This design comes from an exercise in tuning for small area on the open sky130 flow, not from production work. In this exercise RTL edits were held to simulation tests only and were not proved equivalent to the original. The clock port is modelled as an ideal driver; clocking choices that lean on that would not hold on a real chip. Power and IR drop assume default switching activity.

==> flow/design.v (excerpt) <==
module Pipelined_Processor(
    input CLK,
    input reset,
    output [7:0] imem_addr,
    input [15:0] imem_data,
    output [7:0] dmem_addr,
    output [7:0] dmem_wdata,
    output dmem_we,
    input [7:0] dmem_rdata,
    output [7:0] result
);
Size: roughly 980 cells after synthesis, ~130 flip-flops, roughly 59 I/O pins, roughly 7700 sq um of cells after synthesis.
clock: 13.5 ns
lec_check: 0
cap_margin: 20
core_margin: 2
core_utilization: 50
cts_buf_list: sky130_fd_sc_hd__clkbuf_8
slew_margin: 20
standard.sh (not shown) runs the stock make flow with config.mk's settings and CLKGATE_MAP_FILE= SYNTH_SCRIPT=/design/flow/synth_recipe.tcl, a recipe that flattens the netlist after the stock synthesis.
==> flow/flow/run.sh <==
#!/bin/bash
# Own layout flow: the standard ORFS flow (standard.sh) with three changes:
#  - synthesis maps logic with flow/abc.script, an area-oriented ABC script,
#    instead of ORFS's speed script (everything else in synthesis is unchanged);
#  - the port buffers use the smallest buffer cell;
#  - the clock tree is built without dummy loads.
# Each make run's full output goes to a log file in this folder; ORFS's own
# per-step logs are under orfs/logs.
set -euo pipefail
W=$PWD
F=$W/flow
sed "s#source \$::env(SCRIPTS_DIR)/synth.tcl#source $W/synth_abc.tcl#" synth_recipe.tcl > $W/synth_recipe_abc.tcl
sed "s#log_cmd abc {\*}\$abc_args#log_cmd abc {*}[lreplace \$abc_args 1 1 $F/abc.script]#" \
    $FLOW_HOME/scripts/synth.tcl > $W/synth_abc.tcl
grep -q "$W/synth_abc.tcl" $W/synth_recipe_abc.tcl
grep -q "$F/abc.script" $W/synth_abc.tcl
CTS="-sink_clustering_enable -repair_clock_nets -dont_use_dummy_load -buf_list sky130_fd_sc_hd__clkbuf_8"
bash standard.sh SYNTH_SCRIPT=$W/synth_recipe_abc.tcl \
    "BUFFER_PORTS_ARGS=-buffer_cell sky130_fd_sc_hd__buf_1" \
    "CTS_ARGS=$CTS" finish > $W/make_finish.log 2>&1
==> flow/flow/abc.script <==
strash
dch
amap
topo
stime -c
The starting point finished with timing, DRC and antenna clean.
==> next run, changes <==
--- a/flow/design.v
+++ b/flow/design.v
@@ -101,48 +101,38 @@
                 assign o[i] = x[i] ^ yy[i] ^ c[i];
             end else begin : gm
                 assign o[i] = x[i] ^ (sel & (yy[i] ^ c[i]));
             end
         end
         assign q = ~c[k+1] & bz[k+1];
         assign quo[7-k] = q;
     end
 endgenerate
 wire bnz = ~(bz[1] & ~b[0]);
 wire [7:0] prod = st[7].o;
 wire [7:0] axb = a ^ b;
-reg  [3:0] lu;
+reg  [7:0] yl;                       
 always @(*) begin
     case (c_e)
-        C_AND:   lu = 4'b1000;
-        C_OR:    lu = 4'b1110;
-        C_XOR:   lu = 4'b0110;
-        C_NOT:   lu = 4'b0011;
-        default: lu = 4'b0000;
+        C_ADD, C_SUB, C_ADI, C_LD, C_ST, 4'b1111: yl = sum;
+        C_AND: yl = a & b;
+        C_OR:  yl = a | b;
+        C_NOT: yl = ~a;
+        C_XOR: yl = axb;
+        C_SRA: yl = {a[7], a[7:1]};
+        C_SLL: yl = {a[6:0], 1'b0};
+        C_EQ:  yl = {7'd0, ~|axb};
+        default: yl = 8'd0;
     endcase
 end
-wire en_sum = c_e[3] & ~(c_e[1] & ~c_e[2]);      
-wire en_sra = (c_e == C_SRA);
-wire en_sll = (c_e == C_SLL);
-wire en_eq  = (c_e == C_EQ);
-wire [7:0] yl;                       
-generate
-    for (i = 0; i < 8; i = i + 1) begin : gl
-        wire sra_i = (i == 7) ? a[7] : a[(i == 7) ? 7 : i + 1];
-        wire sll_i = (i == 0) ? 1'b0 : a[(i == 0) ? 0 : i - 1];
-        wire eq_i  = (i == 0) ? (en_eq & ~|axb) : 1'b0;
-        assign yl[i] = (en_sum & sum[i]) | lu[{a[i], b[i]}] |
-                       (en_sra & sra_i) | (en_sll & sll_i) | eq_i;
-    end
-endgenerate
 wire isdiv = (c_e == C_DIV);
 wire ismul = (c_e == C_MUL);
 wire [7:0] y = isdiv ? (bnz ? quo : 8'd0) : ismul ? prod : yl;
 wire [8:0] za, zb;                   
 assign za[0] = 1'b1;
 assign zb[0] = 1'b1;
 generate
     for (k = 0; k < 8; k = k + 1) begin : gz
         assign za[k+1] = za[k] & ~a[k];
         assign zb[k+1] = zb[k] & ~b[k];
     end
 endgenerate
@@ -166,37 +156,30 @@
 wire       se2 = fe2, sm2 = fm2 & ~fe2, sr2 = ~fe2 & ~fm2;
 reg  [7:0] opa, opb;
 integer j;
 always @(*) begin
     opa = (y & {8{se1}}) | (wb_m & {8{sm1}});
     opb = (y & {8{se2}}) | (wb_m & {8{sm2}});
     for (j = 0; j < 8; j = j + 1) begin
         opa = opa | (rf[j] & {8{sr1 & (rs1 == j)}});
         opb = opb | (rf[j] & {8{sr2 & (rs2 == j)}});
     end
 end
 wire [7:0] imm   = {{5{rs2[2]}}, rs2};
-wire       selimm = (op == 4'b0100) || ((op == 4'b1001) && zero);
-wire       selrel = (op == 4'b0101) && zero;
-wire [7:0] pbase  = pc & {8{~selimm}};
-wire [7:0] poff   = (selimm || selrel) ? imm : 8'd1;
-wire [7:0] pcnext;
-wire [8:0] pcc;
-assign pcc[0] = 1'b0;
-generate
-    for (i = 0; i < 8; i = i + 1) begin : pa
-        assign pcnext[i] = pbase[i] ^ poff[i] ^ pcc[i];
-        assign pcc[i+1]  = (pbase[i] & poff[i]) | (pcc[i] & (pbase[i] | poff[i]));
-    end
-endgenerate
+wire [7:0] pc1   = pc + 8'd1;
+wire [7:0] pcimm = pc + imm;
+wire [7:0] pcnz  = (op == 4'b0100) ? imm : pc1;
+wire [7:0] pcz   = (op == 4'b0101) ? pcimm :
+                   ((op == 4'b0100) || (op == 4'b1001)) ? imm : pc1;
+wire [7:0] pcnext = zero ? pcz : pcnz;
 always @(posedge CLK or posedge reset) begin
     if (reset)
         pc <= 8'd0;
     else if (!hzd)
         pc <= pcnext;
 end
 always @(posedge CLK or posedge reset) begin
     if (reset)
         c_e <= C_NOP;
     else if (hzd)
         c_e <= C_NOP;
     else
=> Clock-buffer cell count is unchanged. Total power came out higher by 9.1%. Synthesized cell count came out higher by 8.7%. Worst setup slack gains 210 ps. Hold slack loses 15 ps. Flip-flop and latch count stays the same. Register-to-register slack gains 210 ps. Via count came out higher by 6.3%. Routed wire length came out higher by 6.9%. Maximum frequency came out higher by 1.7%. Critical path depth came out lower by 10. Global-route usage came out lower by 0.41 points. Final cell count came out higher by 7.1%.

========
Another version of the RTL of Pipelined_Processor (not shown whole).
Size: roughly 940 cells after synthesis, ~0.0076 mm2 of cells after synthesis.
Settings: LEC_CHECK=0, CAP_MARGIN=0, CORE_MARGIN=2, CORE_UTILIZATION=50, CTS_BUF_LIST=sky130_fd_sc_hd__clkbuf_8, SETUP_SLACK_MARGIN=-0.7, SLEW_MARGIN=0, SYNTH_HIERARCHICAL=1; clock period 13.5 ns.
==> flow/flow/run.sh <==
#!/bin/bash
set -euo pipefail
W=$PWD
F=$W/flow
sed "s#source \$::env(SCRIPTS_DIR)/synth.tcl#source $W/synth_abc.tcl#" synth_recipe.tcl > $W/synth_recipe_abc.tcl
sed "s#log_cmd abc {\*}\$abc_args#log_cmd abc {*}[lreplace \$abc_args 1 1 $F/abc.script]#" \
    $FLOW_HOME/scripts/synth.tcl > $W/synth_abc.tcl
grep -q "$W/synth_abc.tcl" $W/synth_recipe_abc.tcl
grep -q "$F/abc.script" $W/synth_abc.tcl
CTS="-sink_clustering_enable -repair_clock_nets -dont_use_dummy_load -buf_list sky130_fd_sc_hd__clkbuf_8"
export CTS_LEAF_SINKS=24
export CTS_LEAF_PY=$F/cts_leaf.py
cp $F/openroad_wrap.sh $W/openroad_wrap.sh
chmod +x $W/openroad_wrap.sh
bash standard.sh SYNTH_SCRIPT=$W/synth_recipe_abc.tcl \
    OPENROAD_EXE=$W/openroad_wrap.sh \
    "BUFFER_PORTS_ARGS=-buffer_cell sky130_fd_sc_hd__buf_1" \
    "CTS_ARGS=$CTS" POST_CTS_TCL=$F/cts_post.tcl finish > $W/make_finish.log 2>&1
Other scripts of this flow, unchanged in this note and not shown: flow/flow/abc.script, flow/flow/cts_leaf.py, flow/flow/cts_post.tcl, flow/flow/openroad_wrap.sh
Rerun with:
--- a/flow/design.v
+++ b/flow/design.v
@@ -101,45 +101,39 @@
                 assign o[i] = x[i] ^ yy[i] ^ c[i];
             end else begin : gm
                 assign o[i] = x[i] ^ (sel & (yy[i] ^ c[i]));
             end
         end
         assign q = ~c[k+1] & bz[k+1];
         assign quo[7-k] = q;
     end
 endgenerate
 wire bnz = ~(bz[1] & ~b[0]);
 wire [7:0] prod = st[7].o;
 wire [7:0] axb = a ^ b;
-reg  [3:0] lu;
-always @(*) begin
-    case (c_e)
-        C_AND:   lu = 4'b1000;
-        C_OR:    lu = 4'b1110;
-        C_XOR:   lu = 4'b0110;
-        C_NOT:   lu = 4'b0011;
-        default: lu = 4'b0000;
-    endcase
-end
+wire en_ab  = (c_e == C_AND) | (c_e == C_OR);    
+wire en_axb = (c_e == C_XOR) | (c_e == C_OR);    
+wire en_na  = (c_e == C_NOT);
 wire en_sum = c_e[3] & ~(c_e[1] & ~c_e[2]);      
 wire en_sra = (c_e == C_SRA);
 wire en_sll = (c_e == C_SLL);
 wire en_eq  = (c_e == C_EQ);
 wire [7:0] yl;                       
 generate
     for (i = 0; i < 8; i = i + 1) begin : gl
         wire sra_i = (i == 7) ? a[7] : a[(i == 7) ? 7 : i + 1];
         wire sll_i = (i == 0) ? 1'b0 : a[(i == 0) ? 0 : i - 1];
         wire eq_i  = (i == 0) ? (en_eq & ~|axb) : 1'b0;
-        assign yl[i] = (en_sum & sum[i]) | lu[{a[i], b[i]}] |
+        wire lu_i = (en_ab & a[i] & b[i]) | (en_axb & axb[i]) | (en_na & ~a[i]);
+        assign yl[i] = (en_sum & sum[i]) | lu_i |
                        (en_sra & sra_i) | (en_sll & sll_i) | eq_i;
     end
 endgenerate
 wire isdiv = (c_e == C_DIV);
 wire ismul = (c_e == C_MUL);
 wire [7:0] y = isdiv ? (bnz ? quo : 8'd0) : ismul ? prod : yl;
 wire [8:0] za, zb;                   
 assign za[0] = 1'b1;
 assign zb[0] = 1'b1;
 generate
     for (k = 0; k < 8; k = k + 1) begin : gz
         assign za[k+1] = za[k] & ~a[k];
After rerunning:
- design area barely changes
- via count fell by 1.5%
- sequential power is about the same
- die area fell by 0.82%
- routed wire length fell by 0.96%
- combinational power rose by about 2%
- hold slack improves by 0.0048 ns
- power rose by 2.0%
- count of clock-buffer cells in the layout does not change
- final cell count fell by 0.92%
- synthesized cell count fell by 1.5%

what the ideal ports hide:
Ports are ideal in the flow. The routed layouts listed here were re-timed in OpenROAD. Step 1 assumes that a clkbuf_16 drives the clock port and a buf_2 every other input. Step 2 moves the port delays by t, midway between the first and last clock arrival at a register: inputs arrive t later, outputs are due t later. That takes back most of the time a late clock gives input paths. Slacks: ideal / step 1 / step 2; pairs: ideal / step 1.
| run | t (ns) | slack for setup (ns) | hold WS [ns] |
|---|---|---|---|
| the first run of note 1 | 0.472 | 0.900 / 0.900 / 0.900 | 0.406 / 0.406 / 0.406 |
| the second run of note 1 | 0.469 | 1.112 / 1.112 / 1.112 | 0.391 / 0.391 / 0.391 |
| the first run of note 2 | 0.415 | 0.589 / 0.589 / 0.589 | 0.414 / 0.414 / 0.414 |
| the second run of note 2 | 0.428 | 0.693 / 0.693 / 0.693 | 0.419 / 0.419 / 0.419 |
After both steps every run listed still meets setup and hold.
